Background: an optimization exercise with open tools, aiming at small area and a short achievable clock period. Do not read the settings as production practice.
Function was checked by simulation only, so behaviour that the tests miss may differ from the original.
Power figures rest on the tool's default switching activity, not on a simulated workload.

==> flow/design.v <==
module alu(A,B,op_dec,ans_ex,data_in,flag_prv,ans_tmp,flag_ex);
input [15:0] A,B,ans_ex,data_in;
input [5:0] op_dec;
input [1:0] flag_prv;
output [15:0] ans_tmp;
output [1:0] flag_ex;
wire alu_op = (op_dec[5:4]==2'b00);
wire c_add = alu_op & (op_dec[2:1]==2'b00);           
wire sub   = op_dec[0];
wire c_ldst= (op_dec[5:1]==5'b01010);                  
wire c_in  = (op_dec==6'b010110);
wire c_jc  = (op_dec[5:2]==4'b0111);
wire c_hold= (op_dec[5:1]==5'b01000) | (op_dec==6'b010111) | (op_dec==6'b011000) | c_jc;
wire c_sll = (op_dec==6'b011001);
wire c_srx = (op_dec[5:1]==5'b01101);
wire c_sra = (op_dec==6'b011011);
reg [3:0] t;
always @* begin
  t = 4'b0000;
  if (alu_op)
    case (op_dec[2:0])
      3'b010: t = 4'b1010;    
      3'b100: t = 4'b1000;    
      3'b101: t = 4'b1110;    
      3'b110: t = 4'b0110;    
      3'b111: t = 4'b0101;    
      default: t = 4'b0000;
    endcase
  else if (c_ldst) t = 4'b1100;  
end
wire [15:0] lu;
genvar i;
generate for (i=0; i<16; i=i+1) begin : g_lu
  assign lu[i] = B[i] ? (A[i] ? t[3] : t[1]) : (A[i] ? t[2] : t[0]);
end endgenerate
wire [15:0] Bx = sub ? ~B : B;
wire [15:0] lo = {1'b0,A[14:0]} + {1'b0,Bx[14:0]} + {15'b0,sub};
wire [15:0] x = {A[15]^Bx[15]^lo[15], lo[14:0]};
wire c15;
ctree u_ct(.g({A[14:0] & Bx[14:0], sub}), .p({A[14:0] | Bx[14:0], 1'b0}), .c(c15));
wire b_lo0 = (B[14:0]==15'b0);
wire v1 = (sub & b_lo0) ? (A[15] & B[15]) : ((A[15] ~^ Bx[15]) & (c15 ^ A[15]));
function [15:0] rev16(input [15:0] v);
  integer j;
  begin for (j=0; j<16; j=j+1) rev16[j] = v[15-j]; end
endfunction
wire [15:0] sh_in = c_sll ? rev16(A) : A;
wire fill = c_sra & A[15];
wire [31:0] sh_ext = {{16{fill}}, sh_in};
wire [15:0] sh_out = sh_ext >> B[3:0];
assign ans_tmp =
    ({16{c_add}} & x) |
    lu |
    ({16{c_in}} & data_in) |
    ({16{c_hold}} & ans_ex) |
    ({16{c_sll}} & rev16(sh_out)) |
    ({16{c_srx}} & sh_out);
wire [15:0] axb = A ^ B;
wire [15:0] aob = A | B;
wire [15:0] ones = 16'hffff;
wire [15:0] mask = c_sll ? (ones >> B[3:0]) : (ones << B[3:0]);
wire [15:0] nz = ({16{c_add}} & (axb ^ ({aob[14:0],1'b0} & {16{~sub}}))) |
                 lu |
                 ({16{c_sll|c_srx}} & A & mask) |
                 ({16{c_in}} & data_in) |
                 ({16{c_hold}} & ans_ex);
assign flag_ex[1] = ~|nz | (c_jc & flag_prv[1]);
assign flag_ex[0] = c_add ? v1 : (c_jc & flag_prv[0]);
endmodule
module ctree(g,p,c);
input [15:0] g,p;
output c;
wire [7:0] g1,p1;
wire [3:0] g2,p2;
wire [1:0] g3,p3;
genvar i;
generate for (i=0; i<8; i=i+1) begin : l1
  assign g1[i] = g[2*i+1] | (p[2*i+1] & g[2*i]);
  assign p1[i] = p[2*i+1] & p[2*i];
end
for (i=0; i<4; i=i+1) begin : l2
  assign g2[i] = g1[2*i+1] | (p1[2*i+1] & g1[2*i]);
  assign p2[i] = p1[2*i+1] & p1[2*i];
end
for (i=0; i<2; i=i+1) begin : l3
  assign g3[i] = g2[2*i+1] | (p2[2*i+1] & g2[2*i]);
  assign p3[i] = p2[2*i+1] & p2[2*i];
end endgenerate
assign c = g3[1] | (p3[1] & g3[0]);
endmodule
module rf_ao3(d,s,y);
input [2:0] d,s;
output y;
assign y = ~|(d & s);
endmodule
module rf_read(d,s,y);
input [511:0] d;
input [31:0] s;
output [15:0] y;
genvar b,g;
generate for (b=0; b<16; b=b+1) begin : g_bit
  wire [10:0] t;
  for (g=0; g<11; g=g+1) begin : g_grp
    wire [2:0] dd, ss;
    if (g<10) begin : g_3
      assign dd = {d[16*(3*g+2)+b], d[16*(3*g+1)+b], d[16*(3*g)+b]};
      assign ss = s[3*g+2:3*g];
    end else begin : g_2
      assign dd = {1'b0, d[16*31+b], d[16*30+b]};
      assign ss = {1'b0, s[31:30]};
    end
    rf_ao3 u(.d(dd),.s(ss),.y(t[g]));
  end
  assign y[b] = ~&t;
end endgenerate
endmodule
module rf_row(d,q,we,wen,y);
input [15:0] d,q;
input we,wen;
output [15:0] y;
assign y = ({16{we}} & d) | ({16{wen}} & q);
endmodule
module mips_16bit(ins,A,B,Current_Address,ans_ex,ans_dm,ans_wb,mux_sel_A,mux_sel_B,imm_sel,data_out,data_in,interrupt,clk,reset,
                  pm_data,dm_en,dm_we,dm_wdata,dm_rdata);
output [31:0] ins;
output [15:0] A,B,data_out,Current_Address,ans_ex,ans_dm,ans_wb;
output [1:0] mux_sel_A,mux_sel_B;
output imm_sel;
input [15:0] data_in;
input clk,interrupt,reset;
input [31:0] pm_data;
output dm_en,dm_we;
output [15:0] dm_wdata;
input [15:0] dm_rdata;
reg [15:0] hold;           
reg        rst1;           
reg [31:0] ins_prv;
reg        stall_pm;
reg        ld1,jp,jp1;
reg [5:0]  op_dec;
reg        imm_sel_r;
reg [1:0]  sel_a,sel_b;
reg [4:0]  dest_ex,dest_mem,rw_dm;
reg        ld_ex,st_ex,ld_mem,en_mem,we_mem,msel;
reg [15:0] AR,BR;          
reg [15:0] ans_ex_r,ex_out,ans_wb_r,data_out_r,dm_data;
reg [1:0]  flag_prv,flag2;
reg        int1,int2;
reg [15:0] nap_r;          
reg [15:0] rf [0:31];
wire [31:0] ins_w = reset ? (stall_pm ? ins_prv : pm_data) : 32'b0;
assign ins = ins_w;
wire [5:0] op = ins_w[31:26];
wire [4:0] rd = ins_w[25:21];
wire [4:0] ra = ins_w[20:16];
wire [4:0] rb = ins_w[15:11];
wire is_hlt  = (op==6'b010001);
wire is_ld   = (op==6'b010100);
wire is_st   = (op==6'b010101);
wire is_jc   = (op[5:2]==4'b0111);
wire is_jmp  = (op==6'b011000);
wire is_ret  = (op==6'b010000);
wire ld_first= is_ld & ~ld1;
wire jump    = is_jc & ~jp1;
wire stall   = is_hlt | jump | ld_first;
wire writes = (op[5:4]==2'b00) | ld_first | (op==6'b010110) |
              (op==6'b011001) | (op==6'b011010) | (op==6'b011011);
wire [4:0] dest = writes ? rd : 5'b0;
wire [1:0] fwd_a = (ra==dest_ex && !ld_ex) ? 2'b01 : (ra==dest_mem) ? 2'b10 : (ra==rw_dm) ? 2'b11 : 2'b00;
wire [1:0] fwd_b = (rb==dest_ex && !ld_ex) ? 2'b01 : (rb==dest_mem) ? 2'b10 : (rb==rw_dm) ? 2'b11 : 2'b00;
wire imm_sel_d = (op[5:3]==3'b001);
wire [31:0] ra_oh, rb_oh, rw_oh;
genvar gi;
generate for (gi=0; gi<32; gi=gi+1) begin : g_dec
  assign ra_oh[gi] = (ra==gi);
  assign rb_oh[gi] = (rb==gi);
  assign rw_oh[gi] = (rw_dm==gi);
end endgenerate
wire [511:0] rf_flat;
wire [15:0] rf_nxt [0:31];
wire [15:0] ans_dm_w = msel ? dm_rdata : ex_out;
generate for (gi=0; gi<32; gi=gi+1) begin : g_row
  assign rf_flat[16*gi +: 16] = rf[gi];
  rf_row u_row(.d(ans_dm_w),.q(rf[gi]),.we(rw_oh[gi]),.wen(~rw_oh[gi]),.y(rf_nxt[gi]));
end endgenerate
wire [15:0] rd_a, rd_b;
rf_read u_rda(.d(rf_flat),.s(ra_oh),.y(rd_a));
rf_read u_rdb(.d(rf_flat),.s(rb_oh),.y(rd_b));
integer k;
always @(posedge clk) begin
  for (k=0; k<32; k=k+1)
    rf[k] <= rf_nxt[k];
  AR <= rd_a;
  BR <= imm_sel_d ? ins_w[15:0] : rd_b;
end
wire a_dm = (sel_a==2'b10) & msel;
wire b_dm = (sel_b==2'b10) & msel & ~imm_sel_r;
wire [15:0] A_e = (sel_a==2'b00) ? AR : (sel_a==2'b01) ? ans_ex_r : (sel_a==2'b10) ? ex_out : ans_wb_r;
wire [15:0] B_e = (imm_sel_r | sel_b==2'b00) ? BR : (sel_b==2'b01) ? ans_ex_r : (sel_b==2'b10) ? ex_out : ans_wb_r;
wire [15:0] Aw = a_dm ? dm_rdata : A_e;
wire [15:0] Bw = b_dm ? dm_rdata : B_e;
assign A = Aw;
assign B = Bw;
wire [15:0] ans_tmp;
wire [1:0] flag_ex;
alu u_alu(.A(Aw),.B(Bw),.op_dec(op_dec),.ans_ex(ans_ex_r),.data_in(data_in),.flag_prv(flag_prv),.ans_tmp(ans_tmp),.flag_ex(flag_ex));
wire [15:0] hold_inc = hold + 16'd1;
wire [15:0] caj = (stall | rst1) ? hold : hold_inc;
wire [15:0] nap_w = int1 ? hold_inc : nap_r;
wire [15:0] jmp_loc = is_ret ? nap_w : (int1 ? 16'hf000 : ins_w[15:0]);
wire [1:0] ffin = is_ret ? flag2 : flag_ex;
wire base_j = is_jmp | int1;
wire fsel = op[1] ? ffin[1] : ffin[0];
wire cond_j = is_jc & (fsel ^ op[0]);
wire [15:0] ca_t = reset ? jmp_loc : 16'b0;
wire [15:0] ca_n = reset ? (base_j ? jmp_loc : caj) : 16'b0;
assign Current_Address = cond_j ? ca_t : ca_n;
always @(posedge clk) begin
  ins_prv   <= ins_w;
  stall_pm  <= stall;
  ld1       <= ld_first;
  jp        <= jump;
  op_dec    <= op;
  imm_sel_r <= imm_sel_d;
  dest_ex   <= dest;
  ld_ex     <= ld_first;
  st_ex     <= is_st;
  dm_data   <= Bw;
  if (!reset) begin
    hold <= 16'b0; rst1 <= 1'b1; jp1 <= 1'b0;
    sel_a <= 2'b0; sel_b <= 2'b0;
    dest_mem <= 5'b0; rw_dm <= 5'b0;
    ld_mem <= 1'b0; en_mem <= 1'b0; we_mem <= 1'b0; msel <= 1'b0;
    ans_ex_r <= 16'b0; ex_out <= 16'b0; ans_wb_r <= 16'b0; data_out_r <= 16'b0;
    flag_prv <= 2'b0; flag2 <= 2'b0; int1 <= 1'b0; int2 <= 1'b0; nap_r <= 16'b0;
  end else begin
    hold <= Current_Address; rst1 <= 1'b0; jp1 <= jp;
    sel_a <= fwd_a; sel_b <= fwd_b;
    dest_mem <= dest_ex; rw_dm <= dest_mem;
    ld_mem <= ld_ex; en_mem <= ld_ex | st_ex; we_mem <= st_ex; msel <= ld_mem;
    ans_ex_r <= ans_tmp; ex_out <= ans_ex_r; ans_wb_r <= ans_dm_w;
    if (op_dec==6'b010111) data_out_r <= Aw;
    flag_prv <= flag_ex;
    if (int2) flag2 <= flag_ex;
    int1 <= interrupt; int2 <= int1;
    nap_r <= nap_w;
  end
end
assign mux_sel_A = sel_a;
assign mux_sel_B = sel_b;
assign imm_sel = imm_sel_r;
assign ans_ex = ans_ex_r;
assign ans_dm = ans_dm_w;
assign ans_wb = ans_wb_r;
assign data_out = data_out_r;
assign dm_en = en_mem;
assign dm_we = we_mem;
assign dm_wdata = dm_data;
endmodule
==> flow/flow/run.sh <==
#!/bin/bash
set -euo pipefail
echo 'export BUFFER_PORTS_ARGS = -buffer_cell sky130_fd_sc_hd__buf_1' >> config.mk
bash standard.sh > standard_flow.log 2>&1
==> flow/standard.sh <==
#!/bin/bash
# synth_recipe.tcl (not shown) runs the flow's synth.tcl, then flattens the netlist and writes it again
# the make line also repeats each setting of config.mk as NAME=value (left out here)
make -C /OpenROAD-flow-scripts/flow DESIGN_CONFIG=/design/flow/config.mk WORK_HOME=/design/flow/orfs CLKGATE_MAP_FILE= SYNTH_SCRIPT=/design/flow/synth_recipe.tcl "${@:-finish}"
==> flow/config.mk <==
export PLATFORM = sky130hd
export DESIGN_NAME = mips_16bit
export DESIGN_NICKNAME = mips_16bit
export VERILOG_FILES = /design/flow/design.v
export SDC_FILE = /design/flow/constraint.sdc
export NUM_CORES = 4
export LEC_CHECK = 0
export CAP_MARGIN = 20
export CORE_MARGIN = 2
export CORE_UTILIZATION = 40
export CTS_CLUSTER_DIAMETER = 80
export CTS_CLUSTER_SIZE = 20
export SETUP_SLACK_MARGIN = 3.0
export SLEW_MARGIN = 20
export SYNTH_HIERARCHICAL = 1
export BUFFER_PORTS_ARGS = -buffer_cell sky130_fd_sc_hd__buf_1
==> flow/constraint.sdc <==
create_clock -name core_clock -period 11.5 [get_ports {clk}]
set_input_delay 2.3000 -clock core_clock [delete_from_list [all_inputs] [get_ports {clk}]]
set_output_delay 2.3000 -clock core_clock [all_outputs]
set_load 0.01 [all_outputs]
==> flow_metrics.py, run 1 <==
metrics = {
    "cells_and_area": {
        "fin_nets": 3729,
        "fin_area_mm2": 0.0389,
        "drive_above_1_share_pct": 17.2,
        "area_growth_pct": 10.2,
        "fillCellCount": 8394,
    },
    "power_and_ir_drop": {
        "p_seq_share_pct": 46.7,
        "power.net_switching_w": 0.00188,
        "p_int_w": 0.00392,
        "clkPwrFrac_pct": 31.6,
        "vdd_drop_max_mv": 0.138,
        "combPwrFrac_pct": 21.7,
        "power.share.switching_pct": 32.4,
        "power_density_mw_per_mm2": 149,
        "p_leak_nw": 14.8,
        "finalPower_w": 0.00579,
    },
    "clock_network": {
        "worst_skew_pair.late_latency_ns": 0.64,
        "cts-root-buf": "clkbuf_16",
        "cts.htree.levels": 2,
        "clock-sinks": 723,
        "numCtsBuffers": 47,
        "cts_tree": "yes",
        "holdBufCountCts": 0,
        "clk_pin_slew_worst_paths_ns": 0.08,
        "cts_buffer_depth": 3,
    },
    "critical_path": {
        "crit_path_max_incr_delay_ns": 0.42,
        "crit_chain": "buf_1 > mux2_2 > inv_1 > ha_1 > nor4bb_1 > a31oi_1 > o32a_1 > nor4_2 > o21ai_1 > a211oi_2 > a41o_1 > nor2_1 > a31oi_4 > xnor2_4 > o21ai_4 > buf_12 > mux2i_1 > buf_1",
        "required_ns": 9.20,
        "cp_common_cell": "buf_1",
        "critPathKind": "primary input to primary output",
        "r2r_cells": 21,
        "critical_path.max_fanout": 13,
        "end_kind": "primary output",
        "start_kind": "primary input",
        "cp_slowest_cell": "mux2_2",
        "crit_arrival_ns": 6.13,
    },
    "drt": {
        "totalWireLength_um": 152000,
        "drt_iter0_drc": 7147,
        "drc": 0,
        "vias": 32900,
        "routedWlPerCell_um": 31.8,
        "antenna_left": 0,
        "vias_per_cell": 6.88,
        "dr.pass1.iters": 13,
    },
    "placed_design": {
        "port_buffers": 233,
        "place_hpwl_um": 101000,
        "place_congestion": 1.03,
        "dp_slack_ns": 2.07,
        "dpl_cell_area_mm2": 0.0368,
    },
    "timing": {
        "setup_tns_ns": 0,
        "fin_ws_ns": 3.07,
        "skew_ns": 0.0241,
        "period_needed_ns": 8.43,
        "rsz0062_at_grt": "no",
        "slew_headroom_pct": 22.3,
        "finalHoldViolations": 0,
        "worstMarginPinSlew_ns": 1.16,
        "setup_viol": 0,
        "finalCritPeriodShare_pct": 73.3,
        "fmax_mhz": 119,
        "slew_viol_final": 0,
        "hold_slack_ns": 0.440,
    },
    "global_route": {
        "grt_pass1_wl_um": 217000,
        "first_global_vias": 29900,
        "antenna_found_initial": 12,
        "grt_max_degree": 79,
        "grt_overflow_total": 0,
        "grtUsageTotal_pct": 32.1,
    },
    "floorplanning": {
        "die_area_mm2": 0.0906,
        "num_rows": 108,
        "die_width_um": 301,
        "die_height_um": 301,
        "core_area_mm2": 0.0870,
        "ios": 234,
        "start_util_pct": 40.5,
    },
    "yosys": {
        "syn_inst": 3349,
        "ys_warn_count": 10,
        "postSynthAreaPerCell_um2": 10.5,
        "syn-cell-area_mm2": 0.0353,
    },
    "hold_path": {
        "holdPathStages": 1,
        "hold_path.class": "register to register",
    },
    "job": {
        "maxCapViolCount": 0,
    },
    "run_status": {
        "run_status": "no timing/DRC/antenna violations",
    },
}
per-layer routing:
| layer | global-route usage (%) | part of all wire (%) | vias to the layer above |
|---|---|---|---|
| li1 | - | - | 14000 |
| met1 | 43.0 | 39 | 16200 |
| met2 | 48.2 | 42 | 2381 |
| met3 | 9.29 | 13 | 349 |
| met4 | 13.3 | 5.0 | 12 |
| met5 | 0 | 0.17 | - |
state kept, by name, summed over array words and instances, names as in the netlist, 2 cells and up:
name        flops
flag_prv        2
op_dec          5
nap_r          16
dest_mem        5
sel_a           2
ex_out         16
rf            512
AR             16
rw_dm           5
BR             16
hold           16
sel_b           2
ins_prv        27
ans_ex_r       16
dm_data        16
data_out_r     16
ans_wb_r       16
dest_ex         5
stage by stage:
stage | instances | util (%)
global route | 4785 | 44.6
floorplan | 3411 | -
detailed placement | 4684 | 42.3
CTS | 4759 | 44.2
finish | 4789 | 44.7
global placement | 4684 | 42.3
path summary, 6_finish.rpt:
path                        start                   to  slack (ns)
hold / removal     jp1$_SDFF_PN0_           jp$_DFF_P_        0.44
setup reg to reg  msel$_SDFF_PN0_  hold[11]$_SDFF_PN0_        5.90
setup / recovery      dm_rdata[2]   Current_Address[8]        3.07
hold reg to reg    jp1$_SDFF_PN0_           jp$_DFF_P_        0.44
critical path, delay by kind of cell:
| family | cells | cell delay [ns] |
|---|---|---|
| mux | 2 | 0.62 |
| simple gates | 3 | 0.68 |
| xor+xnor | 1 | 0.14 |
| compound gates | 7 | 1.46 |
| fa+ha+maj | 1 | 0.23 |
| buf+inv | 4 | 0.66 |
what timing repair did:
action | in CTS | in global routing
gates cloned | 2 | 1
endpoints found under the setup margin | 16 | 16
setup buffers | 8 | 25
resized for setup | 33 | 40
pin swaps | 2 | 7
power groups by stage:
stage	Sequential (W)	Clock, W	Combinational [W]
6_report	0.00270	0.00183	0.00126
5_1_grt	0.00271	0.00193	0.00132
4_1_cts	0.00270	0.00184	0.00118
3_5_place_dp	0.00276	0	0.00115
3_3_place_gp	0.00276	0	0.00116
2_1_floorplan	0.00273	0	0.000721
cell type report:
type	count	area, µm²	area share, %
multi-input combinational	2335	18900	48.5
sequential	723	14500	37.3
timing repair buffer	388	2130	5.49
tap	1155	1450	3.72
clock buffer	53	1260	3.25
inverter	118	460	1.18
clock inverter	12	211	0.544
antenna	4	10.0	0.0258
timing repair inverter	1	5.00	0.0129
layout by cell type, fill, tap and decap left out, drive strengths merged, types with 47 or more instances in the layout:
master / n
conb: 64
mux2: 65
dfxtp: 723
clkbuf: 62
a222oi: 353
and2: 72
a21oi: 70
ha: 47
nor2: 186
buf: 379
inv: 115
nand4: 81
a22o: 513
nand3: 73
mux2i: 99
nand2: 183
o21ai: 69
==> run 2, diff against run 1 <==
--- a/flow/design.v
+++ b/flow/design.v
@@ -36,7 +36,6 @@
 wire [15:0] Bx = sub ? ~B : B;
 wire [15:0] lo = {1'b0,A[14:0]} + {1'b0,Bx[14:0]} + {15'b0,sub};
-wire [15:0] x = {A[15]^Bx[15]^lo[15], lo[14:0]};
-wire c15;
-ctree u_ct(.g({A[14:0] & Bx[14:0], sub}), .p({A[14:0] | Bx[14:0], 1'b0}), .c(c15));
+wire c15 = lo[15];
+wire [15:0] x = {A[15]^Bx[15]^c15, lo[14:0]};
 wire b_lo0 = (B[14:0]==15'b0);
 wire v1 = (sub & b_lo0) ? (A[15] & B[15]) : ((A[15] ~^ Bx[15]) & (c15 ^ A[15]));
@@ -67,25 +66,4 @@
 assign flag_ex[1] = ~|nz | (c_jc & flag_prv[1]);
 assign flag_ex[0] = c_add ? v1 : (c_jc & flag_prv[0]);
-endmodule
-module ctree(g,p,c);
-input [15:0] g,p;
-output c;
-wire [7:0] g1,p1;
-wire [3:0] g2,p2;
-wire [1:0] g3,p3;
-genvar i;
-generate for (i=0; i<8; i=i+1) begin : l1
-  assign g1[i] = g[2*i+1] | (p[2*i+1] & g[2*i]);
-  assign p1[i] = p[2*i+1] & p[2*i];
-end
-for (i=0; i<4; i=i+1) begin : l2
-  assign g2[i] = g1[2*i+1] | (p1[2*i+1] & g1[2*i]);
-  assign p2[i] = p1[2*i+1] & p1[2*i];
-end
-for (i=0; i<2; i=i+1) begin : l3
-  assign g3[i] = g2[2*i+1] | (p2[2*i+1] & g2[2*i]);
-  assign p3[i] = p2[2*i+1] & p2[2*i];
-end endgenerate
-assign c = g3[1] | (p3[1] & g3[0]);
 endmodule
 module rf_ao3(d,s,y);
==> run 2 against run 1 <==
Area after synthesis shrank 1.4%. Flip-flop and latch count is the same. Critical path depth grew 3. Synthesized cell count shrank 1.2%. Via count shrank 2.5%. Critical endpoint is now Current_Address[15]. Largest power group unchanged. Highest routed layer unchanged.
==> flow_metrics.py, run 2 <==
metrics = {
    "yosys": {
        "synth_cell_types": 88,
        "synth-edff-count": 0,
        "syn_inst": 3310,
        "async_flop_share_pct": 0,
        "yosysSeqAreaShare_pct": 41.6,
        "yosys-top-cells-area": "dfxtp_1 42%, a222oi_1 10%, a22o_1 8.2%",
        "ys_warn_count": 10,
        "synthTopCellsByCount": "723 x dfxtp_1, 353 x a222oi_1, 326 x a22o_1",
        "synth_seq_cells": 723,
        "postSynthAreaPerCell_um2": 10.5,
        "synth_ff_type": "dfxtp_1",
        "yosysMostFrequentCell": "dfxtp_1",
        "syn-cell-area_mm2": 0.0348,
        "synth_top_cell_area_share_pct": 41.6,
        "synth_top_area_cell": "dfxtp_1",
    },
    "global_route": {
        "grt_pass1_wl_um": 210000,
        "grtUsageTotal_pct": 31.1,
        "grt_overflow_total": 0,
        "antenna_found_initial": 8,
        "first_global_vias": 29200,
        "grt_max_degree": 61,
    },
    "clock_network": {
        "cts-root-buf": "clkbuf_16",
        "worst_skew_pair.late_latency_ns": 0.66,
        "clock-sinks": 723,
        "cts_buffer_depth": 3,
        "numCtsBuffers": 47,
        "cts.htree.levels": 2,
        "holdBufCountCts": 0,
        "cts_tree": "yes",
        "clk_pin_slew_worst_paths_ns": 0.09,
    },
    "timing": {
        "slew_headroom_pct": 19.9,
        "finalCritPeriodShare_pct": 73.6,
        "finalHoldViolations": 0,
        "rsz0062_at_grt": "yes",
        "setup_viol": 0,
        "worstMarginPinSlew_ns": 1.20,
        "slew_viol_final": 0,
        "period_needed_ns": 8.46,
        "setup_tns_ns": 0,
        "skew_ns": 0.0552,
        "fmax_mhz": 118,
        "fin_ws_ns": 3.04,
    },
    "drt": {
        "dr.pass1.iters": 11,
        "vias": 32100,
        "routedWlPerCell_um": 30.9,
        "totalWireLength_um": 147000,
        "drt_iter0_drc": 5822,
        "vias_per_cell": 6.77,
        "drc": 0,
        "antenna_left": 0,
    },
    "hold_path": {
        "holdPathStages": 1,
        "min_from": "jp1$_SDFF_PN0_",
        "hold_path.class": "register to register",
        "hold_path_end": "jp$_DFF_P_",
    },
    "power_and_ir_drop": {
        "finalPower_w": 0.00575,
        "p_leak_nw": 14.5,
        "power_density_mw_per_mm2": 150,
        "vdd_drop_max_mv": 0.116,
    },
    "critical_path": {
        "required_ns": 9.20,
        "start_kind": "primary input",
        "r2r_cells": 23,
        "r2r-end": "hold[13]$_SDFF_PN0_",
        "end_kind": "primary output",
        "rrSetupSlack_ns": 5.98,
        "critPathKind": "primary input to primary output",
        "r2r-start": "sel_b[1]$_SDFF_PP0_",
        "startpoint": "dm_rdata[2]",
        "crit_arrival_ns": 6.16,
        "critical_path.max_fanout": 7,
    },
    "floorplanning": {
        "core_area_mm2": 0.0865,
        "ios": 234,
        "start_util_pct": 40.2,
        "die_height_um": 299,
        "num_rows": 108,
        "die_area_mm2": 0.0894,
        "die_width_um": 299,
    },
    "cells_and_area": {
        "largest_reg_flops": 512,
        "final_cell_count_no_fill": 4741,
        "largest-register": "rf",
        "area_growth_pct": 10.1,
        "top_regs": "rf x512, ins_prv x27",
        "final_cell_mix": "721 x dfxtp_1, 353 x a222oi_1, 326 x a22o_1",
        "fin_nets": 3665,
        "final_common_cell": "dfxtp_1",
        "drive_above_1_share_pct": 16.7,
        "utilization_pct": 44.3,
    },
    "placed_design": {
        "place_congestion": 1.07,
        "dp_cells": 4647,
        "dp_slack_ns": 1.92,
        "place_hpwl_um": 99800,
        "port_buffers": 233,
    },
    "job": {
        "maxCapViolCount": 0,
    },
    "run_status": {
        "run_status": "no timing/DRC/antenna violations",
    },
}
==> run 2: modules after synthesis (local to each module, per instance) <==
module	flip-flops and latches	area, µm²	copies in the design
mips_16bit	723	20200	1
alu	0	4000	1
rf_read	0	384	2
rf_ao3	0	10.0	352
rf_row	0	196	32
==> run 2: final cells by class <==
cell class	instances	area, µm²
clock inverters	15	239
diodes	3	7.51
fillers	8340	48200
clock buffers	51	1220
multi-input cells	2324	18400
flip-flops and latches	723	14500
inverters	85	328
repair buffers	385	2170
well taps	1155	1450
==> run 2: worst max-delay path: stages <==
cell and delay, ns:
buf_8 0.10, nand2_4 0.06, o21ai_4 0.07, buf_12 0.14, xor2_1 0.13, ha_1 0.35
a21o_1 0.21, a31o_4 0.22, a21oi_4 0.19, a211oi_4 0.09, o41a_1 0.40, o221ai_1 0.19
a22o_1 0.22, inv_2 0.05, a31o_1 0.21, a31oi_4 0.24, xnor2_4 0.14, o21ai_4 0.26
buf_12 0.19, mux2i_1 0.21, buf_2 0.16
==> run 2: per-layer routing <==
| metal | GRT usage (%) | wire [µm] |
|---|---|---|
| met4 | 14.0 | 7620 |
| met2 | 45.6 | 61800 |
| met3 | 7.31 | 17400 |
| met1 | 43.3 | 59800 |
| met5 | 0 | 18 |
==> run 2: logic make-up (layout without fill, tap and decap cells) <==
logic type                 Yosys count  in the layout  share of synthesized area (%)
AOI/OAI and AO/OA                 1181           1182                           29.9
and+or+nand+nor                    760            760                           11.0
DFF                                723            723                           41.6
buffers and inverters              326            536                           6.84
muxes                              198            198                           7.31
xor gates and xnor gates            88             88                           2.21
adders and majority gates           32             32                           1.17
other                                2             67                         0.0216
==> run 2: worst max path at each step <==
| stage | to | slack, ns | depth (start not counted) |
|---|---|---|---|
| after floorplan | Current_Address[0] | 3.03 | 20 |
| after global placement | Current_Address[10] | 1.97 | 19 |
| after detailed placement | Current_Address[6] | 1.92 | 19 |
| after CTS | Current_Address[6] | 3.01 | 21 |
| after global routing | Current_Address[8] | 2.89 | 21 |
| final | Current_Address[15] | 3.04 | 21 |
==> run 2: report_power, final <==
group,internal (W),switching (W)
registers,0.00261,0.000114
clock network,0.000831,0.000965
logic,0.000437,0.000788
total,0.00388,0.00187
==> run 2: stage by stage <==
step	instance area, µm²	hold slack, ns
finish	38300	0.432
global route	38300	0.450
CTS	38100	0.433
detailed placement	36300	0.417
global placement	36300	0.415
floorplan	35000	0.401
==> run 2: timing repair <==
item | in CTS | in global routing
pin swaps | 5 | 10
resized for setup | 33 | 48
gates cloned | 3 | 1
endpoints found under the setup margin | 16 | 16
buffers inserted | 9 | 12
==> run 3, diff against run 2 <==
--- a/flow/config.mk
+++ b/flow/config.mk
@@ -8,8 +8,8 @@
 export CAP_MARGIN = 20
 export CORE_MARGIN = 2
-export CORE_UTILIZATION = 40
+export CORE_UTILIZATION = 60
 export CTS_CLUSTER_DIAMETER = 80
 export CTS_CLUSTER_SIZE = 20
-export SETUP_SLACK_MARGIN = 3.0
+export SETUP_SLACK_MARGIN = 3.5
 export SLEW_MARGIN = 20
 export SYNTH_HIERARCHICAL = 1
==> run 3 against run 2 <==
Register-to-register slack lost 0.23 ns. Via count grew 6.3%. Design area grew 0.40%. First-iteration DRC count grew 31%. Still clean on timing, DRC and antenna. Fmax rose by 0.31%. Synthesized cell count unchanged. Sequential share of layout area fell by 0.14 points. Count of clock-buffer cells in the layout fell by 1. Power shrank 0.11%. Combinational power up 11%. Die area decreased by 33%. Critical path depth decreased by 3.
==> flow_metrics.py, run 3 <==
metrics = {
    "yosys": {
        "synthTopCellsByCount": "723 x dfxtp_1, 353 x a222oi_1, 326 x a22o_1",
        "synth_ff_type": "dfxtp_1",
        "syn-cell-area_mm2": 0.0348,
        "synth_seq_cells": 723,
        "synthSimpleGateAreaFrac_pct": 11.0,
        "synthXorXnorAreaFrac_pct": 2.21,
        "ys_warn_count": 10,
        "yosys-top-cells-area": "dfxtp_1 42%, a222oi_1 10%, a22o_1 8.2%",
        "synthMuxAreaShare_pct": 7.31,
        "async_flop_share_pct": 0,
        "synth_top_cell_area_share_pct": 41.6,
        "synth_top_area_cell": "dfxtp_1",
        "synthAdderAreaFrac_pct": 1.17,
        "yosysSeqAreaShare_pct": 41.6,
        "postSynthAreaPerCell_um2": 10.5,
        "synth_compound_area_share_pct": 29.9,
        "yosysMostFrequentCell": "dfxtp_1",
        "synth-edff-count": 0,
        "syn_inst": 3310,
        "synth_top_family_by_area": "compound AO/OA/AOI/OAI gates",
        "synth_cell_types": 88,
    },
    "critical_path": {
        "start_kind": "primary input",
        "end_kind": "primary output",
        "required_ns": 9.20,
        "critical_path.max_fanout": 10,
        "critPathKind": "primary input to primary output",
        "crit_arrival_ns": 6.14,
    },
    "timing": {
        "finalCritPeriodShare_pct": 73.4,
        "finalHoldViolations": 0,
        "setup_tns_ns": 0,
        "fmax_mhz": 119,
        "rsz0062_at_grt": "yes",
        "slew_headroom_pct": 17.8,
        "slew_viol_final": 0,
        "worstMarginPinSlew_ns": 1.23,
        "period_needed_ns": 8.44,
        "hold_slack_ns": 0.440,
        "setup_viol": 0,
        "skew_ns": 0.0301,
    },
    "drt": {
        "antenna_left": 0,
        "drc": 0,
        "drt_iter0_drc": 7616,
        "dr.pass1.iters": 14,
        "routedWlPerCell_um": 34.2,
        "totalWireLength_um": 149000,
        "vias_per_cell": 7.81,
        "vias": 34100,
    },
    "floorplanning": {
        "ios": 234,
        "die_width_um": 245,
        "start_util_pct": 60.6,
        "die_area_mm2": 0.0599,
        "core_area_mm2": 0.0575,
        "die_height_um": 245,
        "num_rows": 88,
    },
    "power_and_ir_drop": {
        "power_density_mw_per_mm2": 149,
        "p_leak_nw": 14.7,
        "vdd_drop_max_mv": 0.132,
    },
    "cells_and_area": {
        "final_cell_mix": "718 x dfxtp_1, 353 x a222oi_1, 326 x a22o_1",
        "fin_nets": 3683,
        "drive_above_1_share_pct": 18.8,
        "area_growth_pct": 10.6,
        "top_regs": "rf x512, ins_prv x27",
        "largest_reg_flops": 512,
        "fin_area_mm2": 0.0385,
        "utilization_pct": 67.0,
        "final_common_cell": "dfxtp_1",
        "largest-register": "rf",
    },
    "global_route": {
        "grt.met2_usage_pct": 68.8,
        "met1_usage_pct": 60.1,
        "grt_overflow_total": 0,
        "grt_pass1_wl_um": 213000,
        "first_global_vias": 31700,
        "grt-busiest-layer": "met2",
        "grt_max_degree": 87,
        "antenna_found_initial": 6,
        "grtUsageTotal_pct": 47.4,
        "grt_use_met3_pct": 16.4,
    },
    "run_status": {
        "run_status": "no timing/DRC/antenna violations",
    },
    "job": {
        "maxCapViolCount": 0,
    },
    "placed_design": {
        "place_hpwl_um": 101000,
        "dpl_cell_area_mm2": 0.0359,
        "port_buffers": 233,
        "place_congestion": 1.07,
    },
    "clock_network": {
        "numCtsBuffers": 44,
        "cts_tree": "yes",
        "clock-sinks": 723,
        "clk_pin_slew_worst_paths_ns": 0.08,
        "worst_skew_pair.late_latency_ns": 0.62,
        "cts-root-buf": "clkbuf_16",
        "cts.htree.levels": 2,
        "holdBufCountCts": 0,
        "cts_buffer_depth": 3,
    },
    "hold_path": {
        "hold_path.class": "register to register",
    },
}
==> run 3: cell type report <==
class,instances,area (µm²)
fill,4596,19000
multi-input combinational,2323,18900
sequential,723,14500
timing repair buffer,407,2490
clock buffer,50,1170
tap,765,957
inverter,85,342
clock inverter,9,113
antenna,6,15.0
==> run 3: final timing paths <==
| kind | slack, ns | depth (start not counted) | to | startpoint |
|---|---|---|---|---|
| min reg2reg | 0.44 | 1 | jp1$_SDFF_PN0_ | jp$_DFF_P_ |
| max | 3.06 | 18 | Current_Address[4] | dm_rdata[0] |
| max reg2reg | 5.75 | 10 | BR[9]$_DFF_P_ | stall_pm$_DFF_P_ |
| min | 0.44 | 1 | jp1$_SDFF_PN0_ | jp$_DFF_P_ |
==> run 3: worst max-delay path, stage by stage <==
cell	delay (ns)
buf_2	0.13
mux2_2	0.39
mux2_2	0.35
a31o_4	0.28
a21oi_4	0.21
a211oi_4	0.09
o41a_1	0.36
o221ai_4	0.29
a22o_1	0.22
inv_2	0.05
a31o_1	0.18
a31oi_1	0.21
xnor2_1	0.15
o21ai_4	0.23
buf_6	0.16
buf_12	0.15
mux2i_4	0.22
buf_2	0.16
==> run 3: power breakdown <==
group / leakage, nW / switching, W / internal [W]
registers: 5.87 / 0.000133 / 0.00261
logic: 8.18 / 0.000842 / 0.000504
clock network: 0.627 / 0.000892 / 0.000758
total: 14.7 / 0.00187 / 0.00388
==> run 3: logic make-up after synthesis <==
kind of cell	count (synthesis)
other	2
XOR/XNOR	88
adder cells (fa/ha/maj)	32
multiplexers	198
AND/OR/NAND/NOR	760
flip-flops	723
AO/OA/AOI/OAI	1181
buffers and inverters	326
==> run 3: routing by layer <==
metal  vias up  routed length, µm
li1      13900                  -
met3       647              23400
met5         -                 59
met2      3188              61600
met4         6              11600
met1     16400              52800
==> run 3: per-module statistics from Yosys (local to each module, per instance) <==
module / times used / cell area (µm²) / cells / flip-flops and latches
rf_row: 32 / 196 / 20 / 0
rf_read: 2 / 384 / 65 / 0
mips_16bit: 1 / 20200 / 1632 / 723
rf_ao3: 352 / 10.0 / 1 / 0
alu: 1 / 4000 / 556 / 0
==> run 3: what timing repair did <==
action	4_1_cts	5_1_grt
pin swaps	24	23
gates resized for setup	108	40
cloned	5	0
endpoints found under the setup margin	16	16
hold endpoints to repair	0	0
buffers inserted	45	20
==> run 3: metrics by stage <==
step                power, W  setup WS, ns  std cells
floorplan            0.00346          3.27       3372
global placement     0.00391          1.85       4230
detailed placement   0.00392          1.72       4232
CTS                  0.00561          3.12       4341
global route         0.00586          2.98       4362
finish               0.00574          3.06       4368
==> run 4, diff against run 3 <==
--- a/flow/design.v
+++ b/flow/design.v
@@ -72,4 +72,9 @@
 assign y = ~|(d & s);
 endmodule
+module rf_ao2(d,s,y);
+input [1:0] d,s;
+output y;
+assign y = ~|(d & s);
+endmodule
 module rf_read(d,s,y);
 input [511:0] d;
@@ -79,23 +84,16 @@
 generate for (b=0; b<16; b=b+1) begin : g_bit
   wire [10:0] t;
-  for (g=0; g<11; g=g+1) begin : g_grp
-    wire [2:0] dd, ss;
-    if (g<10) begin : g_3
-      assign dd = {d[16*(3*g+2)+b], d[16*(3*g+1)+b], d[16*(3*g)+b]};
-      assign ss = s[3*g+2:3*g];
-    end else begin : g_2
-      assign dd = {1'b0, d[16*31+b], d[16*30+b]};
-      assign ss = {1'b0, s[31:30]};
-    end
-    rf_ao3 u(.d(dd),.s(ss),.y(t[g]));
+  for (g=0; g<10; g=g+1) begin : g_grp
+    rf_ao3 u(.d({d[16*(3*g+2)+b], d[16*(3*g+1)+b], d[16*(3*g)+b]}),
+             .s(s[3*g+2:3*g]),.y(t[g]));
   end
+  rf_ao2 u2(.d({d[16*31+b], d[16*30+b]}),.s(s[31:30]),.y(t[10]));
   assign y[b] = ~&t;
 end endgenerate
 endmodule
-module rf_row(d,q,we,wen,y);
-input [15:0] d,q;
-input we,wen;
-output [15:0] y;
-assign y = ({16{we}} & d) | ({16{wen}} & q);
+module rf_bit(d,q,we,wen,y);
+input d,q,we,wen;
+output y;
+assign y = (we & d) | (wen & q);
 endmodule
 module mips_16bit(ins,A,B,Current_Address,ans_ex,ans_dm,ans_wb,mux_sel_A,mux_sel_B,imm_sel,data_out,data_in,interrupt,clk,reset,
@@ -149,5 +147,5 @@
 wire imm_sel_d = (op[5:3]==3'b001);
 wire [31:0] ra_oh, rb_oh, rw_oh;
-genvar gi;
+genvar gi, gb;
 generate for (gi=0; gi<32; gi=gi+1) begin : g_dec
   assign ra_oh[gi] = (ra==gi);
@@ -160,5 +158,7 @@
 generate for (gi=0; gi<32; gi=gi+1) begin : g_row
   assign rf_flat[16*gi +: 16] = rf[gi];
-  rf_row u_row(.d(ans_dm_w),.q(rf[gi]),.we(rw_oh[gi]),.wen(~rw_oh[gi]),.y(rf_nxt[gi]));
+  for (gb=0; gb<16; gb=gb+1) begin : g_b
+    rf_bit u_bit(.d(ans_dm_w[gb]),.q(rf[gi][gb]),.we(rw_oh[gi]),.wen(~rw_oh[gi]),.y(rf_nxt[gi][gb]));
+  end
 end endgenerate
 wire [15:0] rd_a, rd_b;
--- a/flow/config.mk
+++ b/flow/config.mk
@@ -8,8 +8,8 @@
 export CAP_MARGIN = 20
 export CORE_MARGIN = 2
-export CORE_UTILIZATION = 60
+export CORE_UTILIZATION = 40
 export CTS_CLUSTER_DIAMETER = 80
 export CTS_CLUSTER_SIZE = 20
-export SETUP_SLACK_MARGIN = 3.5
+export SETUP_SLACK_MARGIN = 3.0
 export SLEW_MARGIN = 20
 export SYNTH_HIERARCHICAL = 1
==> run 4 against run 3 <==
Still clean. Combinational power decreased by 49%. First-iteration DRC count shrank 32%. Setup slack worse by 0.27 ns. Critical path type unchanged.
==> flow_metrics.py, run 4 <==
metrics = {
    "cells_and_area": {
        "largest-register": "rf",
        "drive_above_1_share_pct": 13.0,
        "largest_reg_flops": 512,
        "fin_nets": 3564,
        "area_growth_pct": 14.5,
        "final_common_cell": "dfxtp_1",
        "top_regs": "rf x512, ins_prv x27",
        "final_cell_mix": "721 x dfxtp_1, 512 x a22o_1, 326 x a222oi_1",
        "utilization_pct": 46.1,
        "fin_area_mm2": 0.0377,
    },
    "yosys": {
        "synthXorXnorAreaFrac_pct": 2.29,
        "postSynthAreaPerCell_um2": 10.5,
        "synth_cell_types": 86,
        "ys_warn_count": 10,
        "synth_top_family_by_area": "compound AO/OA/AOI/OAI gates",
        "synth-edff-count": 0,
        "async_flop_share_pct": 0,
        "yosysMostFrequentCell": "dfxtp_1",
        "yosysSeqAreaShare_pct": 43.9,
        "syn_inst": 3136,
        "synth_top_area_cell": "dfxtp_1",
        "synth_seq_cells": 723,
        "synth_ff_type": "dfxtp_1",
        "synthMuxAreaShare_pct": 8.21,
        "syn-cell-area_mm2": 0.0329,
        "synth_top_cell_area_share_pct": 43.9,
        "synthAdderAreaFrac_pct": 1.27,
        "synth_compound_area_share_pct": 30.8,
        "synthTopCellsByCount": "723 x dfxtp_1, 512 x a22o_1, 326 x a222oi_1",
        "yosys-top-cells-area": "dfxtp_1 44%, a22o_1 14%, a222oi_1 9.9%",
        "synthSimpleGateAreaFrac_pct": 11.3,
    },
    "job": {
        "maxCapViolCount": 0,
    },
    "drt": {
        "drc": 0,
        "drt_iter0_drc": 5157,
        "antenna_left": 0,
        "routedWlPerCell_um": 31.6,
        "dr.pass1.iters": 17,
        "vias": 31900,
        "totalWireLength_um": 144000,
        "vias_per_cell": 7.00,
    },
    "timing": {
        "setup_tns_ns": 0,
        "finalCritPeriodShare_pct": 75.7,
        "slew_viol_final": 0,
        "worstMarginPinSlew_ns": 1.19,
        "finalHoldViolations": 0,
        "setup_viol": 0,
        "skew_ns": 0.0356,
        "period_needed_ns": 8.71,
        "fmax_mhz": 115,
        "slew_headroom_pct": 20.5,
        "rsz0062_at_grt": "yes",
        "hold_slack_ns": 0.442,
    },
    "clock_network": {
        "cts_buffer_depth": 3,
        "cts_tree": "yes",
        "clock-sinks": 723,
        "worst_skew_pair.late_latency_ns": 0.64,
        "cts.htree.levels": 2,
        "cts-root-buf": "clkbuf_16",
        "clk_pin_slew_worst_paths_ns": 0.08,
        "numCtsBuffers": 47,
    },
    "placed_design": {
        "port_buffers": 233,
        "place_hpwl_um": 97000,
        "place_congestion": 1.01,
        "dpl_cell_area_mm2": 0.0357,
    },
    "global_route": {
        "grtUsageTotal_pct": 32.3,
        "grt_max_degree": 59,
        "grt_pass1_wl_um": 207000,
        "antenna_found_initial": 9,
        "grt_overflow_total": 0,
        "first_global_vias": 29400,
    },
    "power_and_ir_drop": {
        "combPwrFrac_pct": 13.7,
        "p_seq_share_pct": 52.2,
        "vdd_drop_max_mv": 0.112,
        "p_leak_nw": 14.3,
        "p_int_w": 0.00358,
        "power_density_mw_per_mm2": 133,
        "power.share.switching_pct": 28.9,
        "power.net_switching_w": 0.00145,
        "clkPwrFrac_pct": 34.1,
    },
    "critical_path": {
        "required_ns": 9.20,
        "critPathKind": "primary input to primary output",
        "r2r-end": "hold[5]$_SDFF_PN0_",
        "critical_path.max_fanout": 7,
        "r2r_cells": 23,
        "end_kind": "primary output",
        "r2r-start": "sel_a[1]$_SDFF_PP0_",
        "rrSetupSlack_ns": 5.30,
        "start_kind": "primary input",
        "crit_arrival_ns": 6.41,
    },
    "floorplanning": {
        "die_area_mm2": 0.0846,
        "start_util_pct": 40.2,
        "die_height_um": 291,
        "num_rows": 105,
        "core_area_mm2": 0.0818,
        "die_width_um": 291,
        "ios": 234,
    },
    "hold_path": {
        "holdPathStages": 1,
        "min_from": "ld_mem$_SDFF_PN0_",
        "hold_path.class": "register to register",
        "hold_path_end": "msel$_SDFF_PN0_",
    },
    "run_status": {
        "run_status": "no timing/DRC/antenna violations",
    },
}
run 4: changes by cell type in the layout (fill, tap and decap cells not counted), moves of 16 or more:
| cell | delta |
|---|---|
| a22oi_2 | +32 |
| nor3_1 | -16 |
| a222oi_1 | -27 |
| conb_1 | -64 |
| mux2i_4 | -16 |
| nand2_1 | +23 |
| a22o_1 | +186 |
| a22o_2 | -192 |
run 4: how the worst max path moves through the flow:
stage                 from  slack, ns             endpoint  depth (start not counted)
2_1_floorplan  dm_rdata[2]       3.06  Current_Address[12]                         19
3_3_place_gp   dm_rdata[0]       2.10   Current_Address[6]                         18
6_report       dm_rdata[2]       2.79  Current_Address[12]                         20
5_1_grt        dm_rdata[2]       2.71   Current_Address[5]                         20
4_1_cts        dm_rdata[2]       2.95  Current_Address[12]                         20
3_5_place_dp   dm_rdata[2]       1.98  Current_Address[12]                         19
run 4: logic make-up after synthesis:
kind of cell | count (synthesis)
adders and majority gates | 33
and+or+nand+nor | 742
buffers and inverters | 188
DFF | 723
muxes | 208
AOI/OAI and AO/OA | 1156
xor gates and xnor gates | 86
run 4: layout make-up:
cell class              instances  area, µm²
fillers                      7762      44100
clock inverters                13        161
clock buffers                  52       1200
repair buffers                386       2200
inverters                      81        312
well taps                    1070       1340
multi-input cells            2226      18000
flip-flops and latches        723      14500
diodes                          1       2.50
run 4: critical path, cell delays in order:
cell       delay [ns]
buf_8            0.10
nand2_4          0.04
o21ai_2          0.06
buf_6            0.14
xor2_1           0.14
ha_1             0.37
a21oi_2          0.17
o211ai_1         0.21
a2111oi_4        0.45
o31ai_2          0.14
a31o_2           0.32
mux2_4           0.32
o31ai_4          0.27
o31ai_2          0.11
a31oi_2          0.24
xnor2_2          0.11
o221ai_4         0.28
buf_12           0.19
mux2_4           0.31
buf_6            0.12
run 4: metal layers:
layer / global-route usage (%) / vias to the layer above / routed length (µm)
li1: - / 13600 / -
met1: 42.4 / 15600 / 56600
met2: 49.1 / 2273 / 61700
met3: 8.05 / 424 / 16600
met4: 16.7 / 6 / 9100
met5: 0 / - / 41
run 4: power by group through the flow:
stage / Combinational [W] / Sequential (W) / Clock, W
floorplan: 0.000388 / 0.00266 / 0
global placement: 0.000629 / 0.00268 / 0
detailed placement: 0.000628 / 0.00268 / 0
CTS: 0.000652 / 0.00263 / 0.00174
global route: 0.000722 / 0.00263 / 0.00183
finish: 0.000690 / 0.00263 / 0.00172
run 4: per-module statistics from Yosys, one instance, submodules excluded:
module      area (µm²)  cells  flops+latches
rf_ao3            10.0      1              0
rf_ao2            12.5      1              0
rf_read            380     64              0
mips_16bit       20200   1623            723
rf_bit            8.76      1              0
alu               3900    521              0
run 4: timing repair:
| item | 4_1_cts | 5_1_grt |
|---|---|---|
| setup buffers | 20 | 12 |
| endpoints found under the setup margin | 16 | 16 |
| resized for setup | 32 | 56 |
| cloned | 2 | 2 |
| pin swaps | 11 | 11 |
| hold buffers | 0 | 0 |
run 4: through the flow:
step,cells,power [W],setup slack (ns)
floorplan,3136,0.00305,3.06
global placement,4446,0.00331,2.10
detailed placement,4448,0.00331,1.98
CTS,4535,0.00502,2.95
global route,4551,0.00518,2.71
finish,4552,0.00503,2.79
==> run 5, diff against run 4 <==
--- a/flow/design.v
+++ b/flow/design.v
@@ -96,4 +96,10 @@
 output y;
 assign y = (we & d) | (wen & q);
+endmodule
+module opsel(dm,e,sel,y);
+input [15:0] dm,e;
+input sel;
+output [15:0] y;
+assign y = sel ? dm : e;
 endmodule
 module mips_16bit(ins,A,B,Current_Address,ans_ex,ans_dm,ans_wb,mux_sel_A,mux_sel_B,imm_sel,data_out,data_in,interrupt,clk,reset,
@@ -176,6 +182,7 @@
 wire [15:0] A_e = (sel_a==2'b00) ? AR : (sel_a==2'b01) ? ans_ex_r : (sel_a==2'b10) ? ex_out : ans_wb_r;
 wire [15:0] B_e = (imm_sel_r | sel_b==2'b00) ? BR : (sel_b==2'b01) ? ans_ex_r : (sel_b==2'b10) ? ex_out : ans_wb_r;
-wire [15:0] Aw = a_dm ? dm_rdata : A_e;
-wire [15:0] Bw = b_dm ? dm_rdata : B_e;
+wire [15:0] Aw, Bw;
+opsel u_opa(.dm(dm_rdata),.e(A_e),.sel(a_dm),.y(Aw));
+opsel u_opb(.dm(dm_rdata),.e(B_e),.sel(b_dm),.y(Bw));
 assign A = Aw;
 assign B = Bw;
==> run 5 against run 4 <==
Count of clock-buffer cells in the layout fell by 2. Critical path type unchanged. Setup slack improved by 0.28 ns. Hold slack got worse by 0.0012 ns. Still clean on timing, DRC and antenna. Critical endpoint is now Current_Address[13]. Area after synthesis rose by 2.0%.
==> flow_metrics.py, run 5 <==
metrics = {
    "critical_path": {
        "crit_path_max_incr_delay_ns": 0.39,
        "critPathKind": "primary input to primary output",
        "crit_path_end": "Current_Address[13]",
        "crit_family": "compound AO/OA/AOI/OAI gates",
        "r2r_cells": 12,
        "path_buf_inv": 5,
        "rrSetupSlack_ns": 6.04,
        "crit_chain": "buf_8 > mux2_4 > xor2_2 > ha_4 > a21oi_4 > o211ai_1 > buf_4 > a2111oi_4 > o31ai_2 > a31o_2 > mux2_4 > o31ai_4 > o31ai_4 > and4_4 > nor3_4 > buf_6 > buf_12 > mux2i_2 > buf_2",
        "startpoint": "dm_rdata[2]",
        "r2r-end": "BR[11]$_DFF_P_",
        "start_kind": "primary input",
        "r2r-start": "stall_pm$_DFF_P_",
        "cp.depth": 19,
        "crit_arrival_ns": 6.13,
        "required_ns": 9.20,
        "critical_path.max_fanout": 8,
        "cp_slowest_cell": "a2111oi_4",
        "end_kind": "primary output",
    },
    "clock_network": {
        "worst_skew_pair.late_latency_ns": 0.64,
        "cts_buffer_depth": 3,
        "clock-sinks": 723,
        "cts.htree.levels": 2,
        "clk_pin_slew_worst_paths_ns": 0.08,
        "numCtsBuffers": 46,
        "cts-root-buf": "clkbuf_16",
        "cts_tree": "yes",
    },
    "cells_and_area": {
        "top_regs": "rf x512, ins_prv x27",
        "fin_nets": 3602,
        "drive_above_1_share_pct": 15.4,
        "largest_reg_flops": 512,
        "fillCellCount": 7881,
        "final_common_cell": "dfxtp_1",
        "final_cell_mix": "719 x dfxtp_1, 512 x a22o_1, 326 x a222oi_1",
        "largest-register": "rf",
        "area_growth_pct": 14.9,
        "utilization_pct": 46.3,
    },
    "global_route": {
        "first_global_vias": 29500,
        "grtUsageTotal_pct": 31.4,
        "grt_max_degree": 74,
        "antenna_found_initial": 12,
        "grt_overflow_total": 0,
        "grt_pass1_wl_um": 205000,
    },
    "floorplanning": {
        "ios": 234,
        "core_area_mm2": 0.0834,
        "die_height_um": 294,
        "die_width_um": 294,
        "start_util_pct": 40.3,
        "num_rows": 106,
        "die_area_mm2": 0.0863,
    },
    "timing": {
        "rsz0062_at_grt": "yes",
        "setup_viol": 0,
        "fmax_mhz": 119,
        "period_needed_ns": 8.43,
        "slew_viol_final": 0,
        "setup_tns_ns": 0,
        "skew_ns": 0.0418,
        "finalCritPeriodShare_pct": 73.3,
        "finalHoldViolations": 0,
        "slew_headroom_pct": 24.3,
        "worstMarginPinSlew_ns": 1.13,
    },
    "power_and_ir_drop": {
        "power.net_switching_w": 0.00148,
        "power_density_mw_per_mm2": 132,
        "p_leak_nw": 14.3,
        "p_int_w": 0.00361,
        "vdd_drop_max_mv": 0.111,
        "combPwrFrac_pct": 14.8,
        "power.share.switching_pct": 29.1,
        "p_seq_share_pct": 51.8,
        "clkPwrFrac_pct": 33.4,
    },
    "run_status": {
        "run_status": "no timing/DRC/antenna violations",
    },
    "hold_path": {
        "hold_path.class": "register to register",
    },
    "drt": {
        "drt_iter0_drc": 5525,
        "vias": 31900,
        "vias_per_cell": 6.94,
        "drc": 0,
        "antenna_left": 0,
        "totalWireLength_um": 141000,
        "routedWlPerCell_um": 30.7,
        "dr.pass1.iters": 11,
    },
    "placed_design": {
        "port_buffers": 233,
        "place_congestion": 1.01,
        "place_hpwl_um": 97500,
    },
    "yosys": {
        "synthTopCellsByCount": "723 x dfxtp_1, 512 x a22o_1, 326 x a222oi_1",
        "syn-cell-area_mm2": 0.0336,
        "synth_top_area_cell": "dfxtp_1",
        "synth_cell_types": 98,
        "syn_inst": 3161,
        "postSynthAreaPerCell_um2": 10.6,
        "synth_ff_type": "dfxtp_1",
        "yosysSeqAreaShare_pct": 43.1,
        "yosys-top-cells-area": "dfxtp_1 43%, a22o_1 13%, a222oi_1 9.7%",
        "synth-edff-count": 0,
        "ys_warn_count": 10,
        "yosysMostFrequentCell": "dfxtp_1",
        "async_flop_share_pct": 0,
        "synth_top_cell_area_share_pct": 43.1,
        "synth_seq_cells": 723,
    },
    "job": {
        "maxCapViolCount": 0,
    },
}
==> run 5: final cells by class <==
type / instances / area, µm² / share of cell area [%]
multi-input combinational: 2235 / 18700 / 48.5
sequential: 723 / 14500 / 37.5
clock buffer: 50 / 1200 / 3.10
tap: 1080 / 1350 / 3.50
timing repair buffer: 409 / 2340 / 6.07
timing repair inverter: 1 / 5.00 / 0.0130
antenna: 3 / 7.51 / 0.0194
inverter: 87 / 338 / 0.875
clock inverter: 12 / 154 / 0.399
==> run 5: worst min-delay path by stage <==
stage	startpoint	end	cells after the start
after floorplan	jp$_DFF_P_	jp1$_SDFF_PN0_	1
after CTS	jp$_DFF_P_	jp1$_SDFF_PN0_	1
final	jp$_DFF_P_	jp1$_SDFF_PN0_	1
after global routing	jp$_DFF_P_	jp1$_SDFF_PN0_	1
after global placement	jp$_DFF_P_	jp1$_SDFF_PN0_	1
after detailed placement	jp$_DFF_P_	jp1$_SDFF_PN0_	1
==> run 5: power by group through the flow <==
stage / sequential [W] / combinational, W / clock, W
after global routing: 0.00264 / 0.000786 / 0.00181
after CTS: 0.00263 / 0.000716 / 0.00172
after global placement: 0.00269 / 0.000688 / 0
after floorplan: 0.00267 / 0.000431 / 0
final: 0.00263 / 0.000750 / 0.00170
after detailed placement: 0.00269 / 0.000688 / 0
==> run 5: stage by stage <==
step,instances,setup WS (ns),hold WS [ns],total power [W],area [µm²]
2_1_floorplan,3161,3.00,0.412,0.00310,33700
3_3_place_gp,4476,1.97,0.415,0.00338,36500
3_5_place_dp,4476,2.01,0.432,0.00338,36500
4_1_cts,4566,2.99,0.444,0.00507,38300
5_1_grt,4600,2.95,0.455,0.00524,38600
6_report,4600,3.07,0.441,0.00508,38600
==> run 5: worst register-to-register path, delay by kind of cell (launching register included) <==
| family | cells | cell delay [ns] |
|---|---|---|
| AOI/OAI and AO/OA | 2 | 0.89 |
| DFF | 1 | 0.32 |
| muxes | 1 | 0.61 |
| and+or+nand+nor | 6 | 2.13 |
| buffers and inverters | 3 | 1.32 |
==> run 5: kinds of logic (layout without fill, tap and decap cells) <==
family / count (synthesis) / after routing / synth area share (%)
xor gates and xnor gates: 67 / 67 / 1.75
DFF: 723 / 723 / 43.1
AOI/OAI and AO/OA: 1189 / 1189 / 30.8
and+or+nand+nor: 705 / 705 / 11.2
other: 0 / 3 / 0
buffers and inverters: 206 / 559 / 2.69
adders and majority gates: 33 / 33 / 1.24
muxes: 238 / 241 / 9.25
==> run 5: metal layers <==
metal	global-route usage, %	routed length, µm	share of wire [%]
met3	5.61	14300	10
met1	42.0	56700	40
met4	16.2	8350	5.9
met5	0	54	0.038
met2	48.4	61900	44
==> run 5: per-module statistics from Yosys, one instance, submodules excluded <==
module,cell area [µm²],flops+latches,cells inside
rf_ao2,12.5,0,1
rf_ao3,10.0,0,1
rf_read,380,0,64
alu,3900,0,521
opsel,249,0,18
rf_bit,8.76,0,1
mips_16bit,20300,723,1612
==> run 5: repair_timing <==
item	in CTS	in global routing
gates resized for setup	46	20
endpoints found under the hold margin	0	0
cloned	6	0
setup endpoints to repair	16	16
setup buffers	22	30
pin swaps	14	9
hold buffers	0	0

[re-timing with driven ports]
In the flow no input, the clock included, has a driving cell. The finished layouts below were timed again as built, in two steps. Step 1, drivers: a clkbuf_16 drives clk and a buf_2 each remaining input, both assumed. Step 2 adds t to the input delays and takes it off the output delays; t is the mean of the earliest and latest rising clock arrival at the registers after step 1. Input paths then give back, and output paths get back, about the clock's delay inside the block. Slacks: ideal / step 1 / step 2; pairs: ideal / step 1.
run | t, ns | slack for setup (ns) | worst data-port slew with drivers (ns) | pins driven straight from the clock port
run 1 | 0.697 | 3.070 / 3.046 / 3.046 | 0.08 | 1
run 2 | 0.703 | 3.036 / 2.973 / 2.973 | 0.16 | 1
run 3 | 0.675 | 3.062 / 3.018 / 3.018 | 0.11 | 1
run 4 | 0.691 | 2.790 / 2.738 / 2.738 | 0.10 | 1
run 5 | 0.689 | 3.070 / 3.005 / 3.005 | 0.12 | 1
After both steps setup and hold are still met in every run listed. The setup slack of run 5, which loses most, moves by -0.065 ns with the drivers and by -0.065 ns with both steps.
